Context: an optimization exercise on an open-source flow, tuned for small area, a short achievable clock period and few clock cycles per item. The choices shown serve that exercise and are no tape-out recipe. The RTL was checked by simulation tests, not by an equivalence proof against the original design. The flow treats the clock pin as an ideal source, which a real chip does not have. Power and IR drop assume default switching activity.

File: flow/flow/run.sh
#!/bin/bash
# Layout flow: the standard flow (standard.sh) with its synthesis unchanged.
# Changes to the layout steps only:
#  - timing repair aims for setup slack well past the clock period, so that the
#    achieved period (clock period less worst slack) shrinks;
#  - the port buffers are buf_1 cells (repair resizes the ones on critical paths).
# Each step's output goes to its own log here; ORFS keeps per-stage logs under orfs/logs/.
set -euo pipefail
bash standard.sh synth > synth.log 2>&1
bash standard.sh SETUP_SLACK_MARGIN=9.5 \
  'BUFFER_PORTS_ARGS=-buffer_cell sky130_fd_sc_hd__buf_1' finish > layout.log 2>&1
File: flow/standard.sh
#!/bin/bash
# synth_recipe.tcl (not shown) runs the flow's synth.tcl, then flattens the netlist and writes it again
# the make line also repeats each setting of config.mk as NAME=value (left out here)
make -C /OpenROAD-flow-scripts/flow DESIGN_CONFIG=/design/flow/config.mk WORK_HOME=/design/flow/orfs CLKGATE_MAP_FILE= SYNTH_SCRIPT=/design/flow/synth_recipe.tcl "${@:-finish}"
File: flow/constraint.sdc
create_clock -name core_clock -period 13.0 [get_ports {i_clk}]
set_input_delay 2.6000 -clock core_clock [delete_from_list [all_inputs] [get_ports {i_clk}]]
set_output_delay 2.6000 -clock core_clock [all_outputs]
set_load 0.01 [all_outputs]
File: flow/design.v
module lut (
    input  logic [4:0] i_frac_hi,
    output logic [6:0] o_value
);
    always_comb begin
        unique case (i_frac_hi)
            5'd0:                 o_value = 7'd3;    
            5'd1,  5'd2:          o_value = 7'd21;   
            5'd3,  5'd4:          o_value = 7'd40;   
            5'd5,  5'd6:          o_value = 7'd50;   
            5'd7,  5'd8:          o_value = 7'd67;   
            5'd9,  5'd10:         o_value = 7'd65;   
            5'd11, 5'd12:         o_value = 7'd64;   
            5'd13, 5'd14:         o_value = 7'd72;   
            5'd15, 5'd16:         o_value = 7'd82;   
            5'd17, 5'd18:         o_value = 7'd67;   
            5'd19, 5'd20:         o_value = 7'd50;   
            5'd21, 5'd22:         o_value = 7'd35;   
            5'd23, 5'd24:         o_value = 7'd22;   
            5'd25, 5'd26:         o_value = 7'd13;   
            5'd27, 5'd28:         o_value = 7'd6;    
            default:              o_value = 7'd1;    
        endcase
    end
endmodule
module lse_diff (
    input  logic [23:0] i_operand_a,
    input  logic [23:0] i_operand_bx,    
    input  logic        i_lse,           
    output logic [23:0] o_xs,            
    output logic [9:0]  o_frac,          
    output logic [3:0]  o_h_lo,          
    output logic        o_h_zero,        
    output logic        o_h_ones,        
    output logic        o_lo_nz,         
    output logic        o_ge             
);
    logic [24:0] s;
    logic [9:0]  lo_or;
    always_comb begin
        s = {i_operand_a[23], i_operand_a}
          + {i_operand_bx[23], i_operand_bx}
          + {24'd0, i_lse};
        o_ge = ~s[24];
        o_xs = !i_lse ? s[23:0] : (o_ge ? i_operand_a : ~i_operand_bx);
        lo_or[0] = 1'b0;
        for (int i = 1; i < 10; i++) lo_or[i] = lo_or[i-1] | s[i-1];
        o_frac = s[9:0] ^ ({10{o_ge}} & lo_or);
        o_h_lo   = s[13:10];
        o_h_zero = (s[23:14] == 10'd0);
        o_h_ones = (&s[23:14]);
        o_lo_nz  = |s[9:0];
    end
endmodule
module lse_corr (
    input  logic [9:0]  i_frac,
    input  logic [3:0]  i_h_lo,
    input  logic        i_h_zero,
    input  logic        i_h_ones,
    input  logic        i_lo_nz,
    input  logic        i_ge,
    input  logic        i_kill,          
    output logic [10:0] o_f,             
    output logic [6:0]  o_corr           
);
    logic [4:0]  sh_ge, sh_lt;
    logic        rng_ge, rng_lt;
    logic [3:0]  shift;
    logic [10:0] f;
    logic [6:0]  tab;
    lut u_lut (.i_frac_hi(f[9:5]), .o_value(tab));
    always_comb begin
        sh_ge  = {1'b0, i_h_lo} + {4'd0, i_lo_nz};
        sh_lt  = 5'd16 - {1'b0, i_h_lo};
        rng_ge = (i_h_zero && (sh_ge <= 5'd10)) || (i_h_ones && (&i_h_lo) && i_lo_nz);
        rng_lt = (i_h_ones && (i_h_lo != 4'd0) && (sh_lt <= 5'd10)) || (i_h_zero && (i_h_lo == 4'd0));
        shift  = i_ge ? (rng_ge ? sh_ge[3:0] : 4'hF)
                      : (rng_lt ? sh_lt[3:0] : 4'hF);
        f      = {1'b1, i_frac} >> shift;
        o_f    = i_kill ? 11'd0 : f;
        o_corr = i_kill ? 7'd0 : tab;
    end
endmodule
module lse_sum (
    input  logic [23:0] i_xs,
    input  logic [10:0] i_f,
    input  logic [6:0]  i_corr,
    output logic [23:0] o_result
);
    logic [11:0] fk, ck, cs_s, cs_c;
    logic [12:0] low;
    logic [11:0] hi;
    logic        sat;
    always_comb begin
        fk   = {1'b0, i_f};
        ck   = {5'd0, i_corr};
        cs_s = i_xs[11:0] ^ fk ^ ck;
        cs_c = (i_xs[11:0] & fk) | (i_xs[11:0] & ck) | (fk & ck);
        low  = {1'b0, cs_s} + {cs_c, 1'b0};
        hi   = low[12] ? i_xs[23:12] + 12'd1 : i_xs[23:12];
        sat  = ~i_xs[23] & (&i_xs[22:12]) & low[12];
        o_result = sat ? 24'h7FFFFF : {hi, low[11:0]};
    end
endmodule
module lse_add (
    input  logic [23:0] i_operand_a,
    input  logic [23:0] i_operand_b,
    input  logic [1:0]  i_pe_mode,
    output logic [23:0] o_result
);
    localparam logic [23:0] NEG_INF_VAL = 24'h800000;
    logic        lse, kill, h_zero, h_ones, lo_nz, ge;
    logic [23:0] bx, xs;
    logic [9:0]  frac;
    logic [3:0]  h_lo;
    logic [10:0] f;
    logic [6:0]  corr;
    always_comb begin
        lse  = (i_pe_mode == 2'b00);
        bx   = lse ? ~i_operand_b : i_operand_b;
        kill = !lse || (i_operand_a == NEG_INF_VAL) || (i_operand_b == NEG_INF_VAL);
    end
    lse_diff u_diff (
        .i_operand_a(i_operand_a), .i_operand_bx(bx), .i_lse(lse),
        .o_xs(xs), .o_frac(frac), .o_h_lo(h_lo), .o_h_zero(h_zero),
        .o_h_ones(h_ones), .o_lo_nz(lo_nz), .o_ge(ge)
    );
    lse_corr u_corr (
        .i_frac(frac), .i_h_lo(h_lo), .i_h_zero(h_zero),
        .i_h_ones(h_ones), .i_lo_nz(lo_nz), .i_ge(ge), .i_kill(kill),
        .o_f(f), .o_corr(corr)
    );
    lse_sum u_sum (
        .i_xs(xs), .i_f(f), .i_corr(corr),
        .o_result(o_result)
    );
endmodule
module lse_add_pe (
    input  logic        i_clk,
    input  logic        i_rst,
    input  logic        i_enable,
    input  logic [1:0]  i_pe_mode,
    input  logic [23:0] i_operand_a,
    input  logic [23:0] i_operand_b,
    output logic [23:0] o_result,
    output logic        o_valid_out
);
    localparam logic [23:0] NEG_INF_VAL = 24'h800000;
    logic        lse_d;
    logic [23:0] a_q, bx_q;
    logic        lse_q, kill1_q, v1_q;
    logic [23:0] xs_d, xs_q;
    logic [9:0]  frac_d, frac_q;
    logic [3:0]  h_lo_d, h_lo_q;
    logic        h_zero_d, h_zero_q, h_ones_d, h_ones_q;
    logic        lo_nz_d, lo_nz_q, ge_d, ge_q;
    logic        kill2_q, v2_q;
    logic [23:0] xs3_q;
    logic [10:0] f_d, f_q;
    logic [6:0]  corr_d, corr_q;
    logic        v3_q;
    logic [23:0] result_d;
    assign lse_d = (i_pe_mode == 2'b00);
    lse_diff u_diff (
        .i_operand_a(a_q), .i_operand_bx(bx_q), .i_lse(lse_q),
        .o_xs(xs_d), .o_frac(frac_d), .o_h_lo(h_lo_d), .o_h_zero(h_zero_d),
        .o_h_ones(h_ones_d), .o_lo_nz(lo_nz_d), .o_ge(ge_d)
    );
    lse_corr u_corr (
        .i_frac(frac_q), .i_h_lo(h_lo_q), .i_h_zero(h_zero_q),
        .i_h_ones(h_ones_q), .i_lo_nz(lo_nz_q), .i_ge(ge_q), .i_kill(kill2_q),
        .o_f(f_d), .o_corr(corr_d)
    );
    lse_sum u_sum (
        .i_xs(xs3_q), .i_f(f_q), .i_corr(corr_q),
        .o_result(result_d)
    );
    always_ff @(posedge i_clk) begin
        if (i_rst) begin
            v1_q        <= 1'b0;
            v2_q        <= 1'b0;
            v3_q        <= 1'b0;
            o_valid_out <= 1'b0;
        end else begin
            v1_q        <= i_enable;
            v2_q        <= v1_q;
            v3_q        <= v2_q;
            o_valid_out <= v3_q;
        end
        a_q      <= i_operand_a;
        bx_q     <= lse_d ? ~i_operand_b : i_operand_b;
        lse_q    <= lse_d;
        kill1_q  <= !lse_d || (i_operand_a == NEG_INF_VAL) || (i_operand_b == NEG_INF_VAL);
        xs_q     <= xs_d;
        frac_q   <= frac_d;
        h_lo_q   <= h_lo_d;
        h_zero_q <= h_zero_d;
        h_ones_q <= h_ones_d;
        lo_nz_q  <= lo_nz_d;
        ge_q     <= ge_d;
        kill2_q  <= kill1_q;
        xs3_q    <= xs_q;
        f_q      <= f_d;
        corr_q   <= corr_d;
        o_result <= result_d;
    end
endmodule
File: flow/config.mk
export PLATFORM = sky130hd
export DESIGN_NAME = lse_add_pe
export DESIGN_NICKNAME = lse_add_pe
export VERILOG_FILES = /design/flow/design.v
export SDC_FILE = /design/flow/constraint.sdc
export NUM_CORES = 4
export LEC_CHECK = 0
export CAP_MARGIN = 20
export CORE_MARGIN = 2
export CORE_UTILIZATION = 65
export CTS_BUF_LIST = sky130_fd_sc_hd__clkbuf_8
export SLEW_MARGIN = 20
==> run notes, run 1 <==
The number of design rule violations left after detail routing is 0. 78 I/O pins were placed. The routability congestion estimate from global placement is 0.946. The met2 track utilization from global routing came out at 49.8%.

The maximum fanout along the worst path came out at 1. The number of antenna violations at the first check in global routing is 0. Timing would allow up to 286 MHz. In the layout the commonest cells are sky130_fd_sc_hd__dfxtp_1 (150), sky130_fd_sc_hd__nand3_1 (59), sky130_fd_sc_hd__buf_1 (52).

The number of inserted filler cells in the final layout is 856. The average detailed-routed wire length per instance is 17.6 um. The number of enable flip-flop cells after synthesis is 0. The signal on the critical path passes through buf_2. The arrival time reported for the critical path endpoint is 0.90 ns.

For this run, the slowest stage of the critical path takes 0.32 ns. The global-route congestion overflow total came out at 0. The total via count after detailed routing came out at 6,497. The synthesized netlist net count is 935. The maximum vdd ir drop is 0.140 mV. The sequential power share came out at 45.5%.

The count of antenna-violating nets left after detailed routing came out at 0. The die extent in x is 114 um. The count of final max-slew check failures is 0. The async set or reset register ratio after synthesis came out at 0%. For the final database, setup skew stands at 0.0115 ns.

Setup violations remaining at the end of the flow were counted as 0. The register bit total from synthesis came out at 163. The final critical path takes up 26.9% of the cycle. The area of all placed cells without fillers is 0.00902 mm2.

The first global-routing pass estimated 29.6 mm of wire. After detailed placement, the total cell area comes to 0.00818 mm2. Setup repair after global routing could not meet its margin everywhere. For this block, the initial DRC count from the detailed router was 578.

The post-CTS clock slew at the launch and capture registers of the worst setup and hold paths is 0.09 ns. The die span in y came out at 114 um. The deepest level of the CTS H-tree is 4.

The worst slew margin relative to its limit came out at 50.0%. The number of buffer and inverter stages on the critical path is 1. The top cell type by area accounts for 41.6% of the synthesized area.

The synthesized instance count is 824. The cell family contributing the most delay on the critical path is flip-flops. Summed over all layers, the routed wires come to 18.8 mm.

Port buffering added 77 buffers. Counting the buffers created by CTS gives 17. The synthesized area divided by synthesized cell count is 9.52 um2. After legalization and detailed placement, the total HPWL measured 13.8 mm. The CTS tree is done. The smallest clock period supported by the final layout is computed as 3.50 ns. Global routing used 29.3% of the available tracks. The region available for standard cell placement spans 0.0119 mm2. The data required time of the critical path came out at 10.40 ns.

The site row count came out at 40. In this run, the clock network consumes 24.0% of the power. The library cell used most frequently in the layout, excluding fill and tap cells, is sky130_fd_sc_hd__dfxtp_1. The power density normalized to cell area came out at 168 mW/mm2. Ranked by total cell area, the synthesized netlist is headed by sky130_fd_sc_hd__dfxtp_1 (42%), sky130_fd_sc_hd__ha_1 (7.7%), sky130_fd_sc_hd__xor2_1 (3.9%), sky130_fd_sc_hd__nand3_1 (3.8%), sky130_fd_sc_hd__a21o_1 (3.7%). The fraction of final layout cells sized beyond drive strength 1 came out at 15.9%. The largest net degree at the start of global routing came out at 50. The static leakage is 3.84 nW. In this run the worst hold path is classified as flip-flop to flip-flop.

The deepest clock path buffer count is 2. STA classifies the critical path endpoint as an output pin. The setup slack on the worst flop-to-flop path came out at 9.54 ns. The fraction of power spent switching nets came out at 34.3%. The die covers 0.0130 mm2. The slowest stage of the critical path belongs to the cell sky130_fd_sc_hd__dfxtp_1. The total count of hold-check failures in the final report came to 0. The power share of the combinational group is 30.5%.

The synthesis-to-layout area growth is 15.0%. The global-route met1 utilization came out at 36.8%. The sequential share of the synthesized area came out at 41.6%. The number of global-route vias before repair came out at 6,093. For this run, the detailed router's first-pass iteration total came to 7. The net switching power of the design came out at 0.000520 W. The flow ran to the end and the layout has no timing, DRC or antenna violations. The clock net in this run drives a total of 163 sinks. In the synthesized netlist the dominant register cell turns out to be sky130_fd_sc_hd__dfxtp_1. By startpoint and endpoint, the worst setup path is classified as flip-flop to output pin. The worst setup path is launched from a flip-flop. The layer with the highest usage after global routing is met2.

The routed via count divided by cell count came out at 6.09. The worst-margin pin slew is 0.740 ns. The total standard cell area after synthesis is 0.00785 mm2. The initial standard-cell utilization of the core came out at 65.9%. The clock latency at the later pin of the worst-skew pair came out at 0.45 ns. The synthesis warning total is 5. The met3 usage is 5.63%. The max-cap check violation count is 0. The antenna diode count came out at 0. The unique cell type count in the Yosys netlist came out at 72. The synthesized design spends more area on one cell type than any other, namely sky130_fd_sc_hd__dfxtp_1. The internal power came out at 0.000994 W. At the end of the flow, the number of nets in the layout was 1,018.

The sum of negative setup slack came out at 0 ns. CTS placed an instance of sky130_fd_sc_hd__clkbuf_8 at the clock tree root.
## stage by stage
stage          hold slack (ns)  utilization, %  std cells  setup WS, ns  power, W
2_1_floorplan            0.310               -        824          9.56  0.000969
6_report                 0.323            75.7       1067          9.50   0.00151
5_1_grt                  0.338            75.7       1067          9.45   0.00160
4_1_cts                  0.330            73.6       1056          9.48   0.00147
3_3_place_gp             0.311            68.7       1015          9.12   0.00107
3_5_place_dp             0.312            68.7       1015          8.93   0.00109
## cells in the mapped netlist, types with 4 or more instances
cell type / n
sky130_fd_sc_hd__nor3_1: 9
sky130_fd_sc_hd__a211oi_1: 5
sky130_fd_sc_hd__clkbuf_1: 27
sky130_fd_sc_hd__o211ai_1: 8
sky130_fd_sc_hd__a21o_1: 39
sky130_fd_sc_hd__a31oi_1: 35
sky130_fd_sc_hd__xor2_1: 35
sky130_fd_sc_hd__mux2i_1: 16
sky130_fd_sc_hd__nand2_1: 42
sky130_fd_sc_hd__dfxtp_1: 163
sky130_fd_sc_hd__nand4_1: 10
sky130_fd_sc_hd__nor2b_1: 11
sky130_fd_sc_hd__nand3_1: 59
sky130_fd_sc_hd__or2_2: 5
sky130_fd_sc_hd__buf_2: 5
sky130_fd_sc_hd__and3_1: 10
sky130_fd_sc_hd__nor4_1: 12
sky130_fd_sc_hd__nand2b_1: 10
sky130_fd_sc_hd__fa_1: 10
sky130_fd_sc_hd__inv_1: 29
sky130_fd_sc_hd__or3_1: 8
sky130_fd_sc_hd__xnor2_1: 29
sky130_fd_sc_hd__ha_1: 48
sky130_fd_sc_hd__nor3b_1: 4
sky130_fd_sc_hd__mux2_2: 11
sky130_fd_sc_hd__o21ai_0: 24
sky130_fd_sc_hd__nor2_1: 50
sky130_fd_sc_hd__and2_1: 6
sky130_fd_sc_hd__a21oi_1: 41
## logic make-up (layout without fill, tap and decap cells)
| family | after synthesis | after routing | share of synthesized area (%) |
|---|---|---|---|
| fa+ha+maj | 58 | 58 | 10.2 |
| mux | 27 | 27 | 3.62 |
| xor+xnor | 64 | 64 | 7.14 |
| simple gates | 252 | 252 | 16.7 |
| buf+inv | 66 | 162 | 3.67 |
| compound gates | 194 | 194 | 17.1 |
| flops | 163 | 163 | 41.6 |
## worst paths after layout
kind	from	endpoint	depth (start not counted)
hold reg to reg	xs_q[23]$_DFF_P_	xs3_q[23]$_DFF_P_	0
setup reg to reg	h_lo_q[3]$_DFF_P_	corr_q[6]$_SDFF_PP0_	13
hold / removal	xs_q[23]$_DFF_P_	xs3_q[23]$_DFF_P_	0
setup / recovery	o_result[19]$_SDFF_PP1_	o_result[19]	1
## state kept, by name, summed over array words and instances (netlist names), 7 cells and up
signal and cells:
a_q 24, bx_q 24, o_result 24, xs3_q 24
xs_q 24, f_q 11, frac_q 10, corr_q 7
## layout make-up
type / count / area [um2] / share of cell area, %
multi-input combinational: 595 / 4470 / 49.5
clock buffer: 18 / 248 / 2.75
clock inverter: 14 / 151 / 1.68
timing repair buffer: 101 / 583 / 6.46
sequential: 163 / 3280 / 36.4
tap: 147 / 184 / 2.04
inverter: 29 / 109 / 1.21
## power groups by stage
| stage | Clock (W) | Sequential (W) | Combinational, W |
|---|---|---|---|
| 6_report | 0.000364 | 0.000689 | 0.000462 |
| 5_1_grt | 0.000393 | 0.000697 | 0.000505 |
| 4_1_cts | 0.000369 | 0.000679 | 0.000419 |
| 3_5_place_dp | 0 | 0.000689 | 0.000399 |
| 3_3_place_gp | 0 | 0.000685 | 0.000384 |
| 2_1_floorplan | 0 | 0.000664 | 0.000305 |
## timing repair
item | CTS | global route
setup buffers | 9 | 11
setup endpoints to repair | 69 | 88
pin swaps | 5 | 5
hold buffers | 0 | 0
resized for setup | 42 | 46
## per-layer routing
metal / routed length [um] / vias up
li1: - / 3128
met1: 7940 / 3051
met2: 9190 / 265
met3: 1110 / 53
met4: 561 / 0
met5: 0 / -
Testbench counts, summed over its fixed seeds: cycles 8,032, items 8,000.
==> inputs of run 2 (changes only) <==
--- a/flow/config.mk
+++ b/flow/config.mk
@@ -5,6 +5,7 @@
 export SDC_FILE = /design/flow/constraint.sdc
 export NUM_CORES = 4
 export LEC_CHECK = 0
+export ABC_AREA = 1
 export CAP_MARGIN = 20
 export CORE_MARGIN = 2
 export CORE_UTILIZATION = 65
==> run notes, run 2 <==
The run finished with no timing, DRC or antenna violations. The library cell used most frequently in the layout, excluding fill and tap cells, is sky130_fd_sc_hd__nand2_1. The deepest level of the CTS H-tree came out at 4. The maximum fanout along the worst path is 1. The maximum vdd ir drop came out at 0.0888 mV.

The number of buffer and inverter stages on the critical path came out at 1. The total half-perimeter wirelength after legalization and detailed placement is 12.8 mm. The total count of hold-check failures in the final report came out at 0. The uppermost signal routing layer after detailed routing is met4.

The number of setup violations in the final report is 0. The net count of the finished layout is 1,153. The number of ports placed on the die boundary came out at 78.

The power density normalized to cell area came out at 160 mW/mm2. The routed via count divided by cell count came out at 5.32. The worst hold-check path type is flip-flop to flip-flop. The initial standard-cell utilization of the core came out at 66.5%.

The worst setup path is launched from a flip-flop. The wire length on met1 came out at 7.60 mm. The deepest clock path buffer count came out at 2. TritonCTS built the clock tree.

The commonest cells after synthesis are sky130_fd_sc_hd__nand2_1 (201), sky130_fd_sc_hd__dfxtp_1 (163), sky130_fd_sc_hd__inv_1 (85). In this run the tightest slew margin relative to its limit is 66.5%. At the placement stage, the worst setup path has a slack of 9.42 ns. The total clock buffers created by CTS came out at 17.

The arrival time reported for the critical path endpoint is 0.89 ns. Counting the fill cells in the layout gives 983. The kind of cell with the highest combined delay along the critical path is flip-flops. In the post-synthesis netlist, the biggest area contributors are sky130_fd_sc_hd__dfxtp_1 (41%), sky130_fd_sc_hd__nand2_1 (9.5%), sky130_fd_sc_hd__ha_1 (7.5%), sky130_fd_sc_hd__xor2_1 (5.6%), sky130_fd_sc_hd__inv_1 (4.0%). The clock sink count is 163. The area enclosed by the die boundary is 0.0131 mm2.

The leading register cell type out of synthesis is sky130_fd_sc_hd__dfxtp_1. The critical path is of the flip-flop to output pin type. The fmax is 287 MHz.

The global-route congestion overflow total is 0. For this block, the initial DRC count from the detailed router was 389. The cell sitting at the root of the clock tree is a sky130_fd_sc_hd__clkbuf_8. The count of final max-slew check failures is 0. The critical path's largest stage delay came out at 0.33 ns. The data required time of the critical path came out at 10.40 ns. The overall routed net length came out at 16.1 mm.

The final critical-path required period is 3.49 ns. STA classifies the critical path endpoint as an output pin. The worst-case clock skew came out at 0.0122 ns. The sum of negative setup slack is 0 ns. The number of hold buffers added after CTS was 0. The cell area that synthesis handed to floorplanning was 0.00796 mm2.

On the critical path, the stage with the largest delay is an instance of sky130_fd_sc_hd__dfxtp_2. The max-cap check violation count is 0. The clock latency at the later pin of the worst-skew pair is 0.46 ns. Entering global routing, the biggest net connects 54 pins. The die extent in x came out at 115 um. The synthesized instance count came out at 962. Cells with a size suffix above 1 make up 12.3% of the layout. The count of buffers from port buffering is 77. The total via count after detailed routing came out at 6,400. The post-CTS setup repair buffer count is 0. Leaving out fill and tap cells, the most frequent cells in the layout are sky130_fd_sc_hd__nand2_1 (201), sky130_fd_sc_hd__dfxtp_1 (156), sky130_fd_sc_hd__inv_1 (85). sky130_fd_sc_hd__dfxtp_1 takes more of the synthesized area than any other cell. The most frequent cell after synthesis is sky130_fd_sc_hd__nand2_1. The detailed-routing iteration count for the pre-antenna-repair pass came out at 5.

The synthesis-to-layout area growth is 11.1%. The number of global-route vias before repair is 5,799. The sequential share of the synthesized area is 41.0%. The average detailed-routed wire length per instance came out at 13.4 um. Once detail routing completed, the nets flagged for antenna violations numbered 0. Yosys mapped a number of flops with a built-in enable equal to 0. For this run, the number of Yosys warnings is 5.

The unique cell type count in the Yosys netlist is 52. The detailed route wirelength on metal2 is 7.40 mm. The die span in y is 115 um. Summed over all cells, the static leakage comes to 4.11 nW. The signal on the critical path passes through buf_6. The routability congestion estimate from global placement came out at 0.936. The core region area is 0.0120 mm2.

Setup slack closes at 9.51 ns. The global-route wire length before repair is 26.5 mm. The register bit total from synthesis came out at 163. Setup repair after global routing could not meet its margin everywhere. After detailed routing, the met3 layer carries 802 um of wire.

The synthesized netlist net count is 1,073. The site row count is 40. The number of antenna violations at the first check in global routing came to 0. 0 antenna diodes ended up in the layout.

The synthesized design devotes to its leading area cell type 41.0% of total area. After clock tree synthesis, the clock-pin slew on the worst setup and hold paths is 0.09 ns. Of all flip-flops after synthesis, the portion carrying an async set or reset was 0%.

For this run, design rule violations remaining after detail routing come to 0. Global routing used 25.8% of the available tracks across all layers. The post-route fraction of the period consumed by the critical path came out at 26.8%.

The area used by multi-input combinational logic came out at 0.00422 mm2. The storage element area is 0.00327 mm2. The synthesized area divided by synthesized cell count came out at 8.27 um2. The worst-margin pin slew came out at 0.497 ns.
run 2: timing repair:
| item | 4_1_cts | 5_1_grt |
|---|---|---|
| gates resized for setup | 25 | 17 |
| endpoints found under the hold margin | 0 | 0 |
| setup endpoints to repair | 25 | 37 |
run 2: power by group:
group	internal [W]	total, W	switching (W)	leakage [nW]
combinational	0.000151	0.000385	0.000233	2.53
sequential	0.000605	0.000660	0.0000547	1.37
clock	0.000182	0.000373	0.000191	0.206
run 2: kinds of logic (layout without fill, tap and decap cells):
group / Yosys count / in the layout / synth area share [%]
buffers and inverters: 113 / 206 / 6.06
DFF: 163 / 163 / 41.0
AOI/OAI and AO/OA: 152 / 152 / 11.1
xor gates and xnor gates: 61 / 61 / 6.90
and+or+nand+nor: 415 / 415 / 24.8
adders and majority gates: 58 / 58 / 10.1
run 2: routing by layer:
| layer | track usage [%] | vias up |
|---|---|---|
| li1 | - | 3361 |
| met1 | 34.6 | 2853 |
| met2 | 41.1 | 162 |
| met3 | 4.98 | 24 |
| met4 | 10.3 | 0 |
| met5 | 0 | - |
run 2: cell type report:
cell class	count	share of cell area (%)
Multi-Input combinational cell	686	47.8
Sequential cell	163	37.0
Timing Repair Buffer	79	4.29
Inverter	95	4.09
Clock buffer	18	2.80
Tap cell	147	2.08
Clock inverter	14	1.93
run 2: final timing paths:
check	from	to	slack [ns]	cells past startpoint
max	o_result[4]$_SDFF_PP1_	o_result[4]	9.51	1
min	xs_q[18]$_DFF_P_	xs3_q[18]$_DFF_P_	0.33	0
max reg2reg	lse_q$_DFF_P_	xs_q[9]$_DFF_P_	9.70	15
min reg2reg	xs_q[18]$_DFF_P_	xs3_q[18]$_DFF_P_	0.33	0
run 2: per-stage QoR:
stage               hold WS [ns]  util (%)  cell area (um2)  std cells  total power [W]
detailed placement         0.312      69.6             8330       1170          0.00103
CTS                        0.333      73.4             8770       1202          0.00141
global route               0.337      73.9             8840       1202          0.00151
finish                     0.331      73.9             8840       1202          0.00142
global placement           0.311      69.6             8330       1170          0.00102
floorplan                  0.310         -             7960        962         0.000941
==> inputs of run 3 (changes only) <==
--- a/flow/design.v
+++ b/flow/design.v
@@ -148,7 +148,7 @@
     localparam logic [23:0] NEG_INF_VAL = 24'h800000;
     logic        lse_d;
     logic [23:0] a_q, bx_q;
-    logic        lse_q, kill1_q, v1_q;
+    logic        lse_q, v1_q;
     logic [23:0] xs_d, xs_q;
     logic [9:0]  frac_d, frac_q;
     logic [3:0]  h_lo_d, h_lo_q;
@@ -190,7 +190,6 @@
         a_q      <= i_operand_a;
         bx_q     <= lse_d ? ~i_operand_b : i_operand_b;
         lse_q    <= lse_d;
-        kill1_q  <= !lse_d || (i_operand_a == NEG_INF_VAL) || (i_operand_b == NEG_INF_VAL);
         xs_q     <= xs_d;
         frac_q   <= frac_d;
         h_lo_q   <= h_lo_d;
@@ -198,7 +197,7 @@
         h_ones_q <= h_ones_d;
         lo_nz_q  <= lo_nz_d;
         ge_q     <= ge_d;
-        kill2_q  <= kill1_q;
+        kill2_q  <= !lse_q || (a_q == NEG_INF_VAL) || (bx_q == ~NEG_INF_VAL);
         xs3_q    <= xs_q;
         f_q      <= f_d;
         corr_q   <= corr_d;
==> flow/flow/run.sh (replaced) <==
#!/bin/bash
# Layout flow: the standard flow (standard.sh) with its synthesis unchanged.
# Changes to the layout steps only:
#  - clock tree: flow/clock_tree.tcl builds a balanced two-level tree (port ->
#    2 clkbuf_16 -> 8 clkbuf_16 -> flip-flops) in place of TritonCTS's tree;
#  - timing repair aims for setup slack well past the clock period, so that the
#    achieved period (clock period less worst slack) shrinks;
#  - the port buffers are buf_1 cells (repair resizes the ones on critical paths).
# Each step's output goes to its own log here; ORFS keeps per-stage logs under orfs/logs/.
set -euo pipefail
here=$(pwd)
bash standard.sh synth > synth.log 2>&1
bash standard.sh SETUP_SLACK_MARGIN=9.75 \
  'BUFFER_PORTS_ARGS=-buffer_cell sky130_fd_sc_hd__buf_1' \
  "PRE_CTS_TCL=$here/flow/clock_tree.tcl" finish > layout.log 2>&1
==> flow/flow/clock_tree.tcl (new file) <==
# Clock tree built by hand before ORFS's CTS step (sourced as PRE_CTS_TCL).
#
# Two buffer levels: the clock port drives two sky130_fd_sc_hd__clkbuf_16 roots;
# each root drives four clkbuf_16 leaves; each leaf drives the clock pins of one
# eighth of the flip-flops. The flip-flops are split by placement into eight
# clusters of equal size (bisection by x, then y, then x); every buffer sits at
# the centre of what it drives. All flip-flops are two equal buffer levels away
# from the port, so the tree is balanced, and its insertion delay is smaller than
# that of TritonCTS's deeper tree. The nets are left out of TritonCTS, which would
# otherwise add further levels; detailed placement later legalizes the buffers.
set block [ord::get_db_block]
set clknet [$block findNet i_clk]
set bufm [[ord::get_db] findMaster sky130_fd_sc_hd__clkbuf_16]

proc bisect {items idx} {
  set s [lsort -integer -index $idx $items]
  set h [expr {[llength $s] / 2}]
  return [list [lrange $s 0 [expr {$h - 1}]] [lrange $s $h end]]
}

proc centre {items} {
  set sx 0
  set sy 0
  foreach s $items {
    incr sx [lindex $s 1]
    incr sy [lindex $s 2]
  }
  return [list [expr {$sx / [llength $items]}] [expr {$sy / [llength $items]}]]
}

# a buffer named name at pos, driven by innet; returns the net it drives
proc add_buf {block master name innet pos} {
  set buf [odb::dbInst_create $block $master $name]
  set net [odb::dbNet_create $block "${name}_net"]
  $net setSigType CLOCK
  [$buf findITerm A] connect $innet
  [$buf findITerm X] connect $net
  $buf setLocation [lindex $pos 0] [lindex $pos 1]
  $buf setPlacementStatus PLACED
  return $net
}

set sinks {}
foreach it [$clknet getITerms] {
  lassign [[$it getInst] getLocation] x y
  lappend sinks [list $it $x $y]
}
puts "clock_tree.tcl: [llength $sinks] clock sinks"

set skip [list i_clk]
set r 0
foreach half [bisect $sinks 1] {
  set rnet [add_buf $block $bufm "clkbuf_root_$r" $clknet [centre $half]]
  lappend skip [$rnet getName]
  set l 0
  foreach q [bisect $half 2] {
    foreach g [bisect $q 1] {
      set lnet [add_buf $block $bufm "clkbuf_leaf_${r}_$l" $rnet [centre $g]]
      lappend skip [$lnet getName]
      foreach s $g {
        set it [lindex $s 0]
        $it disconnect
        $it connect $lnet
      }
      puts "clock_tree.tcl: clkbuf_leaf_${r}_$l drives [llength $g] sinks"
      incr l
    }
  }
  incr r
}

set_cts_config -skip_nets $skip
==> run notes, run 3 <==
The number of buffer and inverter stages on the critical path came out at 1. The endpoint of the most critical setup path is o_result[1]. The global-route congestion overflow total is 0. The post-CTS clock slew at the launch and capture registers of the worst setup and hold paths is 0.07 ns.

The final critical-path required period is 3.34 ns. The number of inserted filler cells in the final layout is 945. The power density normalized to cell area came out at 151 mW/mm2.

The setup slack on the worst flop-to-flop path is 9.93 ns. The unique cell type count in the Yosys netlist came out at 50. The number of design rule violations left after detail routing is 0. The most critical setup path has its startpoint at o_result[1]$_SDFF_PP1_. The routed via count divided by cell count came out at 5.52. In this run the worst hold path is classified as flip-flop to flip-flop.

The area enclosed by the die boundary is 0.0132 mm2. Leaving out fill and tap cells, the most frequent cell in the layout is sky130_fd_sc_hd__nand2_1. Internal power comes to 0.000903 W. Setup repair after global routing could not meet its margin everywhere. The arrival time reported for the critical path endpoint came out at 0.74 ns. The storage element area came out at 0.00326 mm2. The capture point of the worst reg-to-reg path is xs_q[12]$_DFF_P_. For this design the top-level I/O count stands at 78. The total count of hold-check failures in the final report came out at 0. In the post-synthesis netlist, the cell with the most instances is sky130_fd_sc_hd__nand2_1. The core region area is 0.0120 mm2. The library cell contributing the largest single delay on the critical path is sky130_fd_sc_hd__dfxtp_2.

Port buffering added 77 buffers. In this design, the stage delay of the slowest critical-path cell is 0.32 ns. The overall routed net length is 17.6 mm.

The share of Yosys cell area claimed by the top area cell type is 40.5%. The area used by multi-input combinational logic came out at 0.00430 mm2. The first global-routing pass estimated 28.9 mm of wire. The data required time of the critical path is 10.40 ns. The routability congestion estimate from global placement is 1.04.

For this run, the top clock speed supported by timing is 300 MHz. Synthesis inferred 162 register bits. The setup path with the least slack is of type flip-flop to output pin. The number of antenna violations at the first check in global routing came out at 2. The synthesized netlist net count came out at 1,105. The cell family contributing the most delay on the critical path is flip-flops. The initial standard-cell utilization of the core came out at 66.7%. The power share of the combinational group came out at 30.1%. The synthesized design contains 0 enable-type register cells. The total half-perimeter wirelength after legalization and detailed placement is 13.5 mm. The path length in cells of the critical path is 1. After synthesis, the cell types taking the most area are sky130_fd_sc_hd__dfxtp_1 (40%), sky130_fd_sc_hd__nand2_1 (9.1%), sky130_fd_sc_hd__ha_1 (7.5%), sky130_fd_sc_hd__xor2_1 (5.4%), sky130_fd_sc_hd__nand3_1 (4.7%). The sequential share of the synthesized area is 40.5%. The static leakage is 4.14 nW. The fraction of power spent switching nets came out at 32.9%. IR analysis of the VDD net gives a maximum drop of 0.136 mV. The worst slew margin relative to its limit came out at 61.5%. The total standard cell area after synthesis is 0.00801 mm2.

The signal on the critical path passes through buf_6. The max-cap check violation count is 0. The count of final max-slew check failures was 0.

The clock share of power came out at 20.7%. The total routing resource utilization after global routing came out at 26.7%. The async set or reset register ratio after synthesis is 0%. The number of setup violations in the final report came out at 0. The total via count after detailed routing is 6,727. The worst-case clock skew came out at 0.0199 ns.

The first TritonRoute pass finished after 5 iterations. The net switching power of the design is 0.000444 W. The site row count is 40. The die extent in x came out at 115 um. The final core area utilization is 74.3%. In the synthesized netlist, the number of instances is 994. The post-route fraction of the period consumed by the critical path is 25.7%. The highest layer touched by signal routing is met4.

STA classifies the critical path endpoint as an output pin. For this run, the number of Yosys warnings is 5. STA classifies the critical path startpoint as a flip-flop. In the layout the commonest cells are sky130_fd_sc_hd__nand2_1 (194), sky130_fd_sc_hd__dfxtp_1 (152), sky130_fd_sc_hd__inv_1 (98).

The synthesized area divided by synthesized cell count came out at 8.06 um2. The wire length on met1 came out at 7.82 mm. The die span in y came out at 115 um. The detailed route wirelength on metal2 came out at 8.22 mm.

The count of antenna-violating nets left after detailed routing came out at 0. The sequential power share came out at 49.2%. The synthesis-to-layout area growth is 11.4%. The largest net degree at the start of global routing is 46. The worst-margin pin slew is 0.577 ns. After detailed routing, the met3 layer carries 1.16 mm of wire. In the synthesized netlist, the cells that appear most often are sky130_fd_sc_hd__nand2_1 (195), sky130_fd_sc_hd__dfxtp_1 (162), sky130_fd_sc_hd__inv_1 (98).

The number of global-route vias before repair is 6,134. Along the worst path, the maximum fanout reaches 1. The largest area contributor in the netlist is sky130_fd_sc_hd__dfxtp_1. The worst-case reg-to-reg path depth is 13. The reg-to-reg critical path startpoint is lse_q$_DFF_P_. The clock latency at the later pin of the worst-skew pair is 0.32 ns. For this block, the initial DRC count from the detailed router was 538.

Among all flip-flop cells after synthesis, the most frequent one is sky130_fd_sc_hd__dfxtp_1. The average detailed-routed wire length per instance came out at 14.5 um. The number of nets in the finished design is 1,183. The fraction of final layout cells sized beyond drive strength 1 is 11.3%.

The quantity of hold-fixing buffers added after cts came out at 0. The sum of negative setup slack came out at 0 ns. The flow ran to the end and the layout has no timing, DRC or antenna violations.
==> run 3: area by class of cell <==
class,count,share of cell area (%)
inverters,106,4.49
plain buffers,10,2.81
well taps,147,2.06
flip-flops and latches,162,36.5
multi-input cells,704,48.2
repair buffers,88,5.92
diodes,2,0.0561
==> run 3: routing by layer <==
layer,global-route usage (%),up-vias
met5,0,-
met4,5.62,0
met3,2.79,27
met2,46.7,252
met1,36.0,3014
li1,-,3434
==> run 3: how the worst min path moves through the flow <==
stage	startpoint	end	slack, ns	depth (start not counted)
3_5_place_dp	xs_q[17]$_DFF_P_	xs3_q[17]$_DFF_P_	0.31	0
6_report	xs_q[23]$_DFF_P_	xs3_q[23]$_DFF_P_	0.33	0
5_1_grt	xs_q[14]$_DFF_P_	xs3_q[14]$_DFF_P_	0.34	0
2_1_floorplan	xs_q[0]$_DFF_P_	xs3_q[0]$_DFF_P_	0.31	0
3_3_place_gp	xs_q[7]$_DFF_P_	xs3_q[7]$_DFF_P_	0.31	0
4_1_cts	xs_q[17]$_DFF_P_	xs3_q[17]$_DFF_P_	0.31	0
==> run 3: cells by family after synthesis <==
| logic type | share of synthesized area (%) |
|---|---|
| adder cells (fa/ha/maj) | 10.0 |
| buffers and inverters | 6.67 |
| flip-flops | 40.5 |
| AND/OR/NAND/NOR | 25.5 |
| XOR/XNOR | 6.56 |
| AO/OA/AOI/OAI | 10.7 |
==> run 3: what timing repair did <==
action	CTS	global route
pin swaps	2	2
buffers inserted	4	4
gates cloned	1	0
setup endpoints to repair	48	57
resized for setup	7	82
==> run 3: power groups by stage <==
stage / clock [W] / combinational, W / sequential (W)
after detailed placement: 0 / 0.000372 / 0.000670
final: 0.000279 / 0.000405 / 0.000663
after floorplan: 0 / 0.000280 / 0.000661
after CTS: 0.000229 / 0.000380 / 0.000671
after global routing: 0.000304 / 0.000459 / 0.000676
after global placement: 0 / 0.000367 / 0.000667
==> run 3: metrics by stage <==
| stage | std cells | area (um2) | total power, W | hold WS (ns) | worst slack, ns |
|---|---|---|---|---|---|
| floorplan | 994 | 8030 | 0.000941 | 0.310 | 9.75 |
| global placement | 1198 | 8380 | 0.00103 | 0.310 | 9.38 |
| detailed placement | 1198 | 8380 | 0.00104 | 0.312 | 9.34 |
| CTS | 1213 | 8720 | 0.00128 | 0.312 | 9.73 |
| global route | 1217 | 8920 | 0.00144 | 0.335 | 9.63 |
| finish | 1219 | 8920 | 0.00135 | 0.329 | 9.66 |
Testbench counts of run 3, summed over its fixed seeds: cycles 8,032, items 8,000.
==> inputs of run 4 (changes only) <==
--- a/flow/flow/run.sh
+++ b/flow/flow/run.sh
@@ -10,6 +10,6 @@
 set -euo pipefail
 here=$(pwd)
 bash standard.sh synth > synth.log 2>&1
-bash standard.sh SETUP_SLACK_MARGIN=9.75 \
+bash standard.sh SETUP_SLACK_MARGIN=9.68 \
   'BUFFER_PORTS_ARGS=-buffer_cell sky130_fd_sc_hd__buf_1' \
   "PRE_CTS_TCL=$here/flow/clock_tree.tcl" finish > layout.log 2>&1
==> run notes, run 4 <==
The number of design rule violations left after detail routing came out at 0. After synthesis, the most frequently instantiated cells are sky130_fd_sc_hd__nand2_1 (195), sky130_fd_sc_hd__dfxtp_1 (162), sky130_fd_sc_hd__inv_1 (98). After the last flow step, the layout net total stands at 1,179. The clock latency at the later pin of the worst-skew pair is 0.32 ns. STA classifies the critical path startpoint as a flip-flop.

The quantity of hold-fixing buffers added after cts came out at 0. The detailed-routing iteration count for the pre-antenna-repair pass is 5. The worst-case clock skew is 0.0231 ns. Entering global routing, the biggest net connects 46 pins.

The critical path's largest stage delay is 0.32 ns. The maximum vdd ir drop came out at 0.135 mV. The site row count is 40. The die extent in x came out at 115 um.

Adding up every negative setup slack in the final design gives 0 ns. The number of antenna violations at the first check in global routing is 2. The worst-margin pin slew came out at 0.577 ns. The synthesis warning total is 5.

The most frequent cell after synthesis is sky130_fd_sc_hd__nand2_1. The count of final max-slew check failures is 0. The routed via count divided by cell count is 5.49. The arrival time reported for the critical path endpoint is 0.73 ns.

The total count of hold-check failures in the final report was 0. For this block, the via count after detailed routing is 6,673. The overall routed net length came out at 17.4 mm. Walking the worst path, the cells encountered are buf_6. The synthesized area divided by synthesized cell count came out at 8.06 um2. The design draws 0.00135 W. Compared with the post-synthesis result, the final layout area differs by 10.6%.

The maximum fanout along the worst path is 1. The sequential share of the synthesized area came out at 40.5%. The initial standard-cell utilization of the core came out at 66.7%. The number of ports placed on the die boundary came out at 78. The cell area that synthesis handed to floorplanning was 0.00801 mm2.

Dividing the detail-routed wire length by the instance count gives 14.3 um. The data required time of the critical path is 10.40 ns. The final critical-path required period is 3.33 ns. The endpoint kind of the worst setup timing path is an output pin. The leading register cell type out of synthesis is sky130_fd_sc_hd__dfxtp_1.

Measured along the y axis, the die boundary spans 115 um. The library cell contributing the largest single delay on the critical path is sky130_fd_sc_hd__dfxtp_2. In the post-synthesis netlist, the biggest area contributors are sky130_fd_sc_hd__dfxtp_1 (40%), sky130_fd_sc_hd__nand2_1 (9.1%), sky130_fd_sc_hd__ha_1 (7.5%), sky130_fd_sc_hd__xor2_1 (5.4%), sky130_fd_sc_hd__nand3_1 (4.7%). The worst slew margin relative to its limit is 61.5%. The static leakage is 4.10 nW. The largest total area in the synthesized netlist belongs to sky130_fd_sc_hd__dfxtp_1.

The final cell count without fillers is 1,215. The max-cap check violation count is 0. Setup repair after global routing could not meet its margin everywhere. Clock-pin slew was measured on the worst setup and hold paths at 0.07 ns. The synthesized design contains 0 enable-type register cells.

The count of antenna-violating nets left after detailed routing came out at 0. In this run, synthesis produced a sequential element count of 162. The number of placed instances, taps included came out at 1,198. For this run, asynchronously set or reset flops after synthesis account for 0%. The total routing resource utilization after global routing is 26.6%. The congestion estimate from routability-driven global placement came to 1.04.

The path type of the worst setup path is flip-flop to output pin. Of the available clock period, the critical path in the final layout requires 25.7%. Yosys mapped the design onto 50 distinct sky130hd cell types.

In the layout the commonest cells are sky130_fd_sc_hd__nand2_1 (195), sky130_fd_sc_hd__dfxtp_1 (152), sky130_fd_sc_hd__inv_1 (98). The power density normalized to cell area is 152 mW/mm2. The die covers 0.0132 mm2. The number of setup violations in the final report came out at 0. The core region area is 0.0120 mm2. For this run, the top clock speed supported by timing is 300 MHz.

The run finished with no timing, DRC or antenna violations. The commonest non-fill, non-tap cell in the layout is sky130_fd_sc_hd__nand2_1. The number of global-route vias before repair came out at 6,120. The count of buffers from port buffering is 77. The total half-perimeter wirelength after legalization and detailed placement is 13.5 mm. The number of buffer and inverter stages on the critical path is 1.

The share of Yosys cell area claimed by the top area cell type is 40.5%. The synthesized instance count came out at 994. The global-route wire length before repair is 28.8 mm.

The global-route congestion overflow total is 0. The cell family contributing the most delay on the critical path is flip-flops. The worst hold-check path type is flip-flop to flip-flop. The fraction of final layout cells sized beyond drive strength 1 came out at 10.8%. The initial DRC count came out at 493. The synthesized netlist net count came out at 1,105.
==> run 4: cell counts after synthesis <==
Identical to the previous run, type by type.
==> run 4: per-stage QoR <==
| step | util (%) | hold WS (ns) | worst slack, ns | area (um2) |
|---|---|---|---|---|
| after floorplan | - | 0.310 | 9.75 | 8030 |
| after global placement | 69.8 | 0.310 | 9.38 | 8380 |
| after detailed placement | 69.8 | 0.312 | 9.34 | 8380 |
| after CTS | 72.6 | 0.312 | 9.73 | 8710 |
| after global routing | 73.7 | 0.335 | 9.63 | 8850 |
| final | 73.7 | 0.329 | 9.67 | 8860 |
==> run 4: worst paths after layout <==
kind                                from           endpoint  slack (ns)  cells past startpoint
hold / removal          xs_q[23]$_DFF_P_  xs3_q[23]$_DFF_P_        0.33                      0
setup / recovery  o_result[1]$_SDFF_PP1_        o_result[1]        9.67                      1
hold reg to reg         xs_q[23]$_DFF_P_  xs3_q[23]$_DFF_P_        0.33                      0
setup reg to reg           lse_q$_DFF_P_   xs_q[12]$_DFF_P_        9.88                     13
==> run 4: layer usage <==
| layer | share of wire [%] | vias up | GRT usage [%] | wire (um) |
|---|---|---|---|---|
| met1 | 44 | 2987 | 35.9 | 7720 |
| met2 | 47 | 236 | 46.8 | 8110 |
| met4 | 2.2 | 0 | 5.14 | 389 |
| met5 | 0 | - | 0 | 0 |
| met3 | 6.5 | 30 | 2.48 | 1140 |
| li1 | - | 3420 | - | - |
==> run 4: cell type report <==
cell class | count | area [um2]
multi-input cells | 704 | 4270
flip-flops and latches | 162 | 3260
fillers | 954 | 3160
repair buffers | 84 | 487
inverters | 106 | 400
plain buffers | 10 | 250
well taps | 147 | 184
diodes | 2 | 5.00
==> run 4: power breakdown <==
part | switching [W] | total, W | internal (W) | leakage [nW]
logic | 0.000241 | 0.000404 | 0.000163 | 2.62
registers | 0.0000607 | 0.000663 | 0.000602 | 1.36
clock network | 0.000141 | 0.000279 | 0.000138 | 0.123
total | 0.000443 | 0.00135 | 0.000903 | 4.10
==> run 4: kinds of logic after synthesis <==
group | Yosys count | share of synthesized area (%)
simple gates | 432 | 25.5
flops | 162 | 40.5
compound gates | 153 | 10.7
buf+inv | 129 | 6.67
xor+xnor | 60 | 6.56
fa+ha+maj | 58 | 10.0
==> run 4: repair_timing <==
item / 4_1_cts / 5_1_grt
setup buffers: 4 / 0
setup endpoints to repair: 40 / 57
pin swaps: 2 / 0
gates resized for setup: 4 / 77
cloned: 1 / 0
==> inputs of run 5 (changes only) <==
--- a/flow/flow/run.sh
+++ b/flow/flow/run.sh
@@ -10,6 +10,6 @@
 set -euo pipefail
 here=$(pwd)
 bash standard.sh synth > synth.log 2>&1
-bash standard.sh SETUP_SLACK_MARGIN=9.68 \
+bash standard.sh SETUP_SLACK_MARGIN=9.6 \
   'BUFFER_PORTS_ARGS=-buffer_cell sky130_fd_sc_hd__buf_1' \
   "PRE_CTS_TCL=$here/flow/clock_tree.tcl" finish > layout.log 2>&1
==> run notes, run 5 <==
The maximum vdd ir drop is 0.131 mV. The die extent in x is 115 um. The count of buffers from port buffering is 77.

By count the netlist is led by sky130_fd_sc_hd__nand2_1 (195), sky130_fd_sc_hd__dfxtp_1 (162), sky130_fd_sc_hd__inv_1 (98). The routed via count divided by cell count came out at 5.47. The core region area is 0.0120 mm2. Once detail routing completed, the nets flagged for antenna violations numbered 0.

Clock skew on the completed layout was measured at 0.0173 ns. The synthesized netlist net count is 1,105. The static leakage is 4.01 nW.

The unique cell type count in the Yosys netlist is 50. The synthesis-to-layout area growth came out at 8.28%. For the pin with the worst max-slew slack, the measured transition is 0.561 ns. The flow ran to the end and the layout has no timing, DRC or antenna violations. Grouping stages by cell kind, the critical path spends the most delay in flip-flops. The post-CTS clock slew at the launch and capture registers of the worst setup and hold paths came out at 0.07 ns.

The average detailed-routed wire length per instance is 14.1 um. The first routing iteration left 513 violations. The library cells used most frequently in the layout, excluding fill and tap cells, are sky130_fd_sc_hd__nand2_1 (195), sky130_fd_sc_hd__dfxtp_1 (162), sky130_fd_sc_hd__inv_1 (98). The synthesized area divided by synthesized cell count is 8.06 um2. Setup repair after global routing left no endpoint under its margin.

The library cell contributing the largest single delay on the critical path is sky130_fd_sc_hd__dfxtp_1. The synthesized instance count is 994. Power spread over the standard cell area amounts to 152 mW/mm2.

Counting flops and latches in the post-synthesis netlist gives 162. The library cell used most frequently in the layout, excluding fill and tap cells, is sky130_fd_sc_hd__nand2_1. The most common cell in the synthesized netlist is sky130_fd_sc_hd__nand2_1. The max-cap check violation count came out at 0. The site row count came out at 40. The number of nets in the finished design is 1,175.

The number of antenna violations at the first check in global routing came out at 0. The arrival time reported for the critical path endpoint is 0.76 ns. The data required time of the critical path is 10.40 ns. The global-route congestion overflow total is 0.

The die span in y came out at 115 um. The number of global-route vias before repair came out at 6,135. The path type of the worst setup path is flip-flop to output pin. The initial standard-cell utilization of the core is 66.7%.

The overall routed net length came out at 17.1 mm. The worst slew margin relative to its limit is 62.5%. STA classifies the critical path endpoint as an output pin. The total count of hold-check failures in the final report came out at 0. The maximum fanout along the worst path came out at 1. The sequential share of the synthesized area is 40.5%.

The fmax is 298 MHz. The number of buffer and inverter stages on the critical path came out at 1. The number of setup violations in the final report came out at 0.

The final critical-path required period is 3.36 ns. The synthesis warning total came out at 5. The critical path goes through buf_1. The final worst setup slack is 9.64 ns. The pre-CTS worst setup slack came out at 9.58 ns.

The number of ports placed on the die boundary came out at 78. Entering global routing, the biggest net connects 46 pins. Detailed placement ended at an HPWL of 13.5 mm. In this run the worst hold path is classified as flip-flop to flip-flop. The critical path's largest stage delay came out at 0.31 ns. In this run the cell area of the synthesized design comes to 0.00801 mm2. The routability congestion estimate from global placement is 1.01. Of the cells placed in the final design, the portion with a size suffix greater than 1 is 7.91%. The count of final max-slew check failures was 0. The total routing resource utilization after global routing came out at 26.0%. The post-CTS setup repair buffer count came out at 0. The share of Yosys cell area claimed by the top area cell type is 40.5%.

The number of design rule violations left after detail routing is 0. The number of enable flip-flop cells after synthesis came out at 0. Summed over all failing endpoints, the final setup total negative slack is 0 ns. The startpoint type of the worst setup path is a flip-flop. The detailed-routing iteration count for the pre-antenna-repair pass is 7. The largest total area in the synthesized netlist belongs to sky130_fd_sc_hd__dfxtp_1. Buffers inserted to repair hold after CTS numbered 0.

By area the synthesized netlist is led by sky130_fd_sc_hd__dfxtp_1 (40%), sky130_fd_sc_hd__nand2_1 (9.1%), sky130_fd_sc_hd__ha_1 (7.5%), sky130_fd_sc_hd__xor2_1 (5.4%), sky130_fd_sc_hd__nand3_1 (4.7%). The antenna diode count came out at 0. In the finished design, the share of the clock period the worst path needs comes to 25.8%.

The global-route wire length before repair is 28.3 mm. The area enclosed by the die boundary came out at 0.0132 mm2. For this run, the leading register cell type out of synthesis is sky130_fd_sc_hd__dfxtp_1. The clock latency at the later pin of the worst-skew pair is 0.31 ns.

The async set or reset register ratio after synthesis came out at 0%. Detailed routing inserted a total of 6,613 vias.
## run 5: routing by layer
| metal | vias to the layer above | GRT usage, % | routed length [um] | share of wire [%] |
|---|---|---|---|---|
| met2 | 235 | 45.8 | 7980 | 47 |
| met4 | 0 | 5.86 | 368 | 2.2 |
| met1 | 2942 | 34.9 | 7690 | 45 |
| met5 | - | 0 | 0 | 0 |
| met3 | 26 | 2.21 | 1020 | 6.0 |
| li1 | 3410 | - | - | - |
## run 5: kinds of logic after synthesis
| logic type | synth area share, % |
|---|---|
| AO/OA/AOI/OAI | 10.7 |
| XOR/XNOR | 6.56 |
| adder cells (fa/ha/maj) | 10.0 |
| buffers and inverters | 6.67 |
| flip-flops | 40.5 |
| AND/OR/NAND/NOR | 25.5 |
## run 5: what timing repair did
| item | CTS | global route |
|---|---|---|
| pin swaps | 0 | 0 |
| gates resized for setup | 3 | 15 |
| cloned | 0 | 0 |
| endpoints found under the setup margin | 6 | 20 |
## run 5: cell type report
cell class | instances | area (um2)
fillers | 988 | 3340
repair buffers | 81 | 350
plain buffers | 10 | 250
flip-flops and latches | 162 | 3240
well taps | 147 | 184
inverters | 106 | 400
multi-input cells | 703 | 4240
## run 5: per-stage QoR
stage | hold slack, ns | std cells | instance area [um2] | power (W) | utilization, %
after floorplan | 0.310 | 994 | 8010 | 0.000941 | -
after global placement | 0.311 | 1199 | 8380 | 0.00103 | 69.8
after detailed placement | 0.312 | 1199 | 8380 | 0.00104 | 69.8
after CTS | 0.312 | 1209 | 8640 | 0.00128 | 72.0
after global routing | 0.327 | 1209 | 8670 | 0.00141 | 72.2
final | 0.326 | 1209 | 8670 | 0.00132 | 72.2
## run 5: report_power, final
group	switching, W	total [W]	internal (W)
registers	0.0000573	0.000657	0.000600
clock network	0.000139	0.000277	0.000138
logic	0.000241	0.000386	0.000145
total	0.000437	0.00132	0.000883
## run 5: worst paths after layout
path	start	to	slack [ns]	cells after the start
worst min-delay path	xs_q[13]$_DFF_P_	xs3_q[13]$_DFF_P_	0.33	0
worst max-delay path	o_result[18]$_SDFF_PP1_	o_result[18]	9.64	1
worst max register to register	lse_q$_DFF_P_	xs_q[12]$_DFF_P_	9.74	13
worst min register to register	xs_q[13]$_DFF_P_	xs3_q[13]$_DFF_P_	0.33	0
==> inputs of run 6 (changes only) <==
--- a/flow/flow/run.sh
+++ b/flow/flow/run.sh
@@ -10,6 +10,6 @@
 set -euo pipefail
 here=$(pwd)
 bash standard.sh synth > synth.log 2>&1
-bash standard.sh SETUP_SLACK_MARGIN=9.6 \
+bash standard.sh SETUP_SLACK_MARGIN=9.5 \
   'BUFFER_PORTS_ARGS=-buffer_cell sky130_fd_sc_hd__buf_1' \
   "PRE_CTS_TCL=$here/flow/clock_tree.tcl" finish > layout.log 2>&1
==> run notes, run 6 <==
In the synthesized netlist, the number of instances is 994. The antenna diode count is 0. The unique cell type count in the Yosys netlist came out at 50.

Adding up every negative setup slack in the final design gives 0 ns. Counting I/O delays and the setup requirement, the final critical path takes 3.36 ns. The total routing resource utilization after global routing came out at 25.9%. The core region area is 0.0120 mm2. The count of final max-slew check failures is 0. By area the synthesized netlist is led by sky130_fd_sc_hd__dfxtp_1 (40%), sky130_fd_sc_hd__nand2_1 (9.1%), sky130_fd_sc_hd__ha_1 (7.5%), sky130_fd_sc_hd__xor2_1 (5.4%), sky130_fd_sc_hd__nand3_1 (4.7%). The count of antenna-violating nets left after detailed routing is 0.

After the last flow step, the layout net total stands at 1,175. The global-route wire length before repair is 28.2 mm. The synthesis warning total came out at 5. The library cell used most frequently in the layout, excluding fill and tap cells, is sky130_fd_sc_hd__nand2_1. The die extent in x is 115 um. The sequential share of the synthesized area is 40.5%. The critical path is of the flip-flop to output pin type. The global-route congestion overflow total came out at 0. The max-cap check violation count is 0.

The arrival time reported for the critical path endpoint came out at 0.76 ns. The largest single stage delay on the critical path is 0.31 ns. The count of buffers from port buffering came out at 77. The initial DRC count is 500. The number of antenna violations at the first check in global routing is 0.

The static leakage is 3.97 nW. The worst-case clock skew is 0.0194 ns. After clock tree synthesis, the setup repair step added 0 buffers.

The slowest stage of the critical path belongs to the cell sky130_fd_sc_hd__dfxtp_1. The number of buffer and inverter stages on the critical path came out at 1. The worst setup path is launched from a flip-flop. The clock latency at the later pin of the worst-skew pair came out at 0.32 ns. The number of setup violations in the final report is 0.

The largest area contributor in the netlist is sky130_fd_sc_hd__dfxtp_1. Dividing the final minimum period by the clock period gives 25.8%. The quantity of hold-fixing buffers added after cts is 0.

The initial standard-cell utilization of the core is 66.7%. The synthesized area divided by synthesized cell count came out at 8.06 um2. The number of ports placed on the die boundary came out at 78.

For this run, the detailed router's first-pass iteration total came to 5. For this design the ratio of total power to cell area is 152 mW/mm2. STA puts the critical path data required time at 10.40 ns.

The routed via count divided by cell count is 5.42. The maximum vdd ir drop is 0.131 mV. Measured along the y axis, the die boundary spans 115 um. The number of design rule violations left after detail routing came out at 0. The fraction of final layout cells sized beyond drive strength 1 is 6.78%. The synthesized design devotes to its leading area cell type 40.5% of total area. Gates resized during post-CTS repair numbered 0.

The synthesis-to-layout area growth came out at 7.76%. In the synthesized netlist the async set-or-reset flop fraction comes to 0%. The kind of cell with the highest combined delay along the critical path is flip-flops.

The post-CTS clock slew at the launch and capture registers of the worst setup and hold paths is 0.07 ns. The minimum hold slack is 0.326 ns. The routability congestion estimate from global placement is 1.01.

The number of inserted filler cells in the final layout is 993. The total count of hold-check failures in the final report is 0. The synthesized netlist net count came out at 1,105. The total via count after detailed routing is 6,557.

Among all cell types in the netlist, the one instantiated most often is sky130_fd_sc_hd__nand2_1. The area enclosed by the die boundary came out at 0.0132 mm2. The synthesized netlist occupies a cell area of 0.00801 mm2. The worst-margin pin slew is 0.560 ns. In this run the worst path has a maximum fanout of 1. STA classifies the critical path endpoint as an output pin.

The leading register cell type out of synthesis is sky130_fd_sc_hd__dfxtp_1. The site row count came out at 40. The flow ran to the end and the layout has no timing, DRC or antenna violations. The worst slew margin relative to its limit is 62.5%. In the layout the commonest cells are sky130_fd_sc_hd__nand2_1 (195), sky130_fd_sc_hd__dfxtp_1 (162), sky130_fd_sc_hd__inv_1 (98). The number of enable flip-flop cells after synthesis came out at 0.

The average detailed-routed wire length per instance is 14.0 um. The total half-perimeter wirelength after legalization and detailed placement is 13.5 mm. Summed over all layers, the routed wires come to 17.0 mm.

The number of global-route vias before repair came out at 6,123. The worst hold-check path type is flip-flop to flip-flop. Entering global routing, the biggest net connects 46 pins. The register bit total from synthesis is 162. The critical path goes through buf_1.

The fmax is 298 MHz. The commonest cells after synthesis are sky130_fd_sc_hd__nand2_1 (195), sky130_fd_sc_hd__dfxtp_1 (162), sky130_fd_sc_hd__inv_1 (98). Setup repair after global routing left no endpoint under its margin.
run 6: cells by family after synthesis:
kind of cell	Yosys count	synth area share, %
compound gates	153	10.7
xor+xnor	60	6.56
fa+ha+maj	58	10.0
buf+inv	129	6.67
flops	162	40.5
simple gates	432	25.5
run 6: report_power, final:
group	leakage (nW)	switching, W	internal [W]
Clock	0.123	0.000139	0.000138
Sequential	1.36	0.0000569	0.000600
Combinational	2.49	0.000240	0.000142
run 6: path summary, 6_finish.rpt:
kind	startpoint	to	slack [ns]	cells past startpoint
worst max-delay path	o_result[18]$_SDFF_PP1_	o_result[18]	9.64	1
worst min-delay path	xs_q[13]$_DFF_P_	xs3_q[13]$_DFF_P_	0.33	0
worst max register to register	lse_q$_DFF_P_	xs_q[12]$_DFF_P_	9.75	13
worst min register to register	xs_q[13]$_DFF_P_	xs3_q[13]$_DFF_P_	0.33	0
run 6: through the flow:
step	area, um2	power (W)	cells	setup WS [ns]	util (%)
final	8630	0.00132	1209	9.64	71.9
after global routing	8630	0.00141	1209	9.56	71.9
after CTS	8630	0.00127	1209	9.51	71.9
after detailed placement	8380	0.00104	1199	9.58	69.8
after global placement	8380	0.00103	1199	9.63	69.8
after floorplan	8010	0.000941	994	9.60	-
run 6: final cells by class:
class / instances / area [um2] / share of cell area [%]
buffer: 10 / 250 / 2.90
timing repair buffer: 81 / 319 / 3.70
inverter: 106 / 400 / 4.64
tap: 147 / 184 / 2.13
multi-input combinational: 703 / 4230 / 49.1
sequential: 162 / 3240 / 37.6
run 6: metal layers:
layer  up-vias  share of wire [%]  global-route usage [%]
li1       3406                  -                       -
met1      2895                 45                    34.9
met2       231                 47                    45.5
met3        25                6.3                    2.16
met4         0                2.1                    6.10
met5         -                  0                       0
==> inputs of run 7 (changes only) <==
--- a/flow/flow/run.sh
+++ b/flow/flow/run.sh
@@ -10,6 +10,6 @@
 set -euo pipefail
 here=$(pwd)
 bash standard.sh synth > synth.log 2>&1
-bash standard.sh SETUP_SLACK_MARGIN=9.5 \
+bash standard.sh SETUP_SLACK_MARGIN=9.3 \
   'BUFFER_PORTS_ARGS=-buffer_cell sky130_fd_sc_hd__buf_1' \
   "PRE_CTS_TCL=$here/flow/clock_tree.tcl" finish > layout.log 2>&1
==> run notes, run 7 <==
The largest total area in the synthesized netlist belongs to sky130_fd_sc_hd__dfxtp_1. In this run the worst hold path is classified as flip-flop to flip-flop. When the netlist entered floorplanning its net count stood at 1,105. Summed over all failing endpoints, the final setup total negative slack is 0 ns. The run finished with no timing, DRC or antenna violations. Dividing the detail-routed wire length by the instance count gives 13.8 um. Sorting the synthesized cells by area gives the leading types as sky130_fd_sc_hd__dfxtp_1 (40%), sky130_fd_sc_hd__nand2_1 (9.1%), sky130_fd_sc_hd__ha_1 (7.5%), sky130_fd_sc_hd__xor2_1 (5.4%), sky130_fd_sc_hd__nand3_1 (4.7%). The commonest cells after synthesis are sky130_fd_sc_hd__nand2_1 (195), sky130_fd_sc_hd__dfxtp_1 (162), sky130_fd_sc_hd__inv_1 (98). The total routing resource utilization after global routing is 25.6%. The number of ports placed on the die boundary came out at 78. In this run, the number of DRC markers left after iteration 0 of detailed routing was 513. The count of final max-slew check failures came to 0. The worst slew margin relative to its limit is 63.4%. After Yosys synthesis, XOR and XNOR cells account for 6.56% of the synthesized area.

The sequential share of the synthesized area came out at 40.5%. The synthesized netlist devotes 10.7% of its cell area to compound gates. The most used flip-flop cell after synthesis is sky130_fd_sc_hd__dfxtp_1. Synthesis inferred 162 register bits. The clock latency at the later pin of the worst-skew pair came out at 0.32 ns. The unique cell type count in the Yosys netlist came out at 50. The final core area utilization is 71.9%. By area, the combinational part of the netlist is dominated by simple AND/OR/NAND/NOR gates. The critical path's largest stage delay came out at 0.31 ns. After layout, the worst path uses 25.8% of the clock period. The arrival time reported for the critical path endpoint is 0.75 ns.

The number of antenna violations at the first check in global routing came out at 0. The number of nets in the finished design came out at 1,175. Setup violations remaining at the end of the flow were counted as 0. The synthesized area divided by synthesized cell count came out at 8.06 um2. The routability congestion estimate from global placement is 1.01. The worst path in the final design needs a cycle of 3.35 ns, including I/O delays and setup. The post-CTS clock slew at the launch and capture registers of the worst setup and hold paths is 0.07 ns. After global routing the overflow that remains totals 0.

The synthesis warning total is 5. For this design, the slowest cell found on the critical path is sky130_fd_sc_hd__dfxtp_1. The synthesized-area fraction occupied by adder cells came out at 10.0%. After synthesis, the share of cell area in mux cells is 0%. The floorplan step set the die width to 115 um. The synthesized instance count came out at 994. STA classifies the critical path startpoint as a flip-flop. The cell area that synthesis handed to floorplanning was 0.00801 mm2. Setup repair after global routing left no endpoint under its margin. The global-route wire length before repair is 27.8 mm. The worst-case clock skew came out at 0.0241 ns. The data required time of the critical path came out at 10.40 ns. The cell family contributing the most delay on the critical path is flip-flops. In this run, synthesis inferred 0 flip-flops with an integrated enable. The core region area is 0.0120 mm2. Once the floorplan was initialized, standard cells occupied 66.7% of the core.

Relative to the synthesized area, the layout overhead comes to 7.76%. Row generation in the floorplan step produced 40 rows. The fraction of final layout cells sized beyond drive strength 1 came out at 6.78%. The maximum vdd ir drop is 0.130 mV. The quantity of hold-fixing buffers added after cts came out at 0.

The simple-gate area share of the yosys netlist came out at 25.5%. The routed via count divided by cell count is 5.44. The share of Yosys cell area claimed by the top area cell type came out at 40.5%. The count of buffers from port buffering came out at 77. The library cell used most frequently in the layout, excluding fill and tap cells, is sky130_fd_sc_hd__nand2_1. The post-CTS setup repair buffer count came out at 0.

The maximum fanout along the worst path came out at 1. The worst setup path is captured at an output pin. The total half-perimeter wirelength after legalization and detailed placement is 13.2 mm.

The area enclosed by the die boundary is 0.0132 mm2. The antenna diode count came out at 0. The pre-antenna-repair detailed-routing pass consisted of 5 iterations. The number of global-route vias before repair is 6,003. The max-cap check violation count is 0. The power density normalized to cell area came out at 152 mW/mm2. The overall routed net length is 16.7 mm. The critical path in this run is classified as flip-flop to output pin. The most frequent cell after synthesis is sky130_fd_sc_hd__nand2_1. The worst-margin pin slew came out at 0.548 ns.

The minimum hold slack came out at 0.325 ns. For this run, design rule violations remaining after detail routing come to 0. The count of antenna-violating nets left after detailed routing is 0. Summing over every cut layer, the via total after detailed routing is 6,578. The die span in y came out at 115 um. The number of resized instances in the post-cts repair step is 0. The fmax came out at 298 MHz.

Leaving out fill and tap cells, the most frequent cells in the layout are sky130_fd_sc_hd__nand2_1 (195), sky130_fd_sc_hd__dfxtp_1 (162), sky130_fd_sc_hd__inv_1 (98). The critical path goes through buf_1. The analysis attributes to cell leakage a power of 3.97 nW.

After synthesis, the share of flip-flops with an asynchronous set or reset is 0%. The largest net degree at the start of global routing is 46. Counting both buffers and inverters, the worst setup path holds a total of 1. The total count of hold-check failures in the final report is 0.
==> run 7: cell counts after synthesis <==
No cell type changed its count.
==> run 7: per-layer routing <==
metal / routed length (um) / GRT usage [%] / part of all wire [%]
met1: 7500 / 35.2 / 45
met5: 0 / 0 / 0
met4: 393 / 4.74 / 2.4
met3: 1070 / 2.48 / 6.4
met2: 7720 / 44.2 / 46
==> run 7: cell type report <==
type / count / area (um2)
inverters: 106 / 400
multi-input cells: 703 / 4230
repair buffers: 81 / 319
flip-flops and latches: 162 / 3240
fillers: 987 / 3380
well taps: 147 / 184
plain buffers: 10 / 250
==> run 7: path summary, 6_finish.rpt <==
path	startpoint	endpoint	slack, ns	cells past startpoint
min reg2reg	xs_q[22]$_DFF_P_	xs3_q[22]$_DFF_P_	0.32	0
min	xs_q[22]$_DFF_P_	xs3_q[22]$_DFF_P_	0.32	0
max	o_result[19]$_SDFF_PP1_	o_result[19]	9.65	1
max reg2reg	lse_q$_DFF_P_	xs_q[14]$_DFF_P_	9.74	13
==> run 7: power by group <==
group          total (W)  switching, W  internal (W)
registers       0.000657     0.0000570      0.000600
clock network   0.000277      0.000139      0.000138
logic           0.000378      0.000236      0.000142
==> run 7: cell families (layout without fill, tap and decap cells) <==
kind of cell               after synthesis  in the layout
and+or+nand+nor                        432            432
xor gates and xnor gates                60             60
buffers and inverters                  129            197
DFF                                    162            162
AOI/OAI and AO/OA                      153            153
adders and majority gates               58             58
==> run 7: through the flow <==
stage / instances / area (um2) / worst slack (ns) / power, W
final: 1209 / 8630 / 9.65 / 0.00131
after global routing: 1209 / 8630 / 9.57 / 0.00141
after global placement: 1199 / 8380 / 9.63 / 0.00103
after floorplan: 994 / 8010 / 9.32 / 0.000941
after CTS: 1209 / 8630 / 9.57 / 0.00127
after detailed placement: 1199 / 8380 / 9.61 / 0.00104

afterwards: timing with drivers on the ports:
Ports are ideal in the flow. The routed layouts listed here were re-timed in OpenROAD. Step 1: set_driving_cell puts a clkbuf_16 on i_clk and a buf_2 on each other input, an assumption about the parent block. Step 2 moves the port delays by t, midway between the first and last clock arrival at a register: inputs arrive t later, outputs are due t later. That takes back most of the time a late clock gives input paths. a / b / c = no drivers / after step 1 / after step 2; a / b = the first two.
run	t (ns)	setup WS [ns]	cell pins on the clock port's net
run 1	0.479	9.498 / 9.464 / 9.116	1
run 2	0.485	9.511 / 9.477 / 9.412	1
run 3	0.363	9.665 / 9.607 / 9.700	2
run 4	0.364	9.665 / 9.607 / 9.685	2
run 5	0.361	9.644 / 9.587 / 9.642	2
run 6	0.362	9.644 / 9.587 / 9.532	2
run 7	0.364	9.648 / 9.589 / 9.592	2
After both steps setup and hold are still met in every run listed. The setup slack of run 1, which loses most, moves by -0.034 ns with the drivers and by -0.382 ns with both steps.
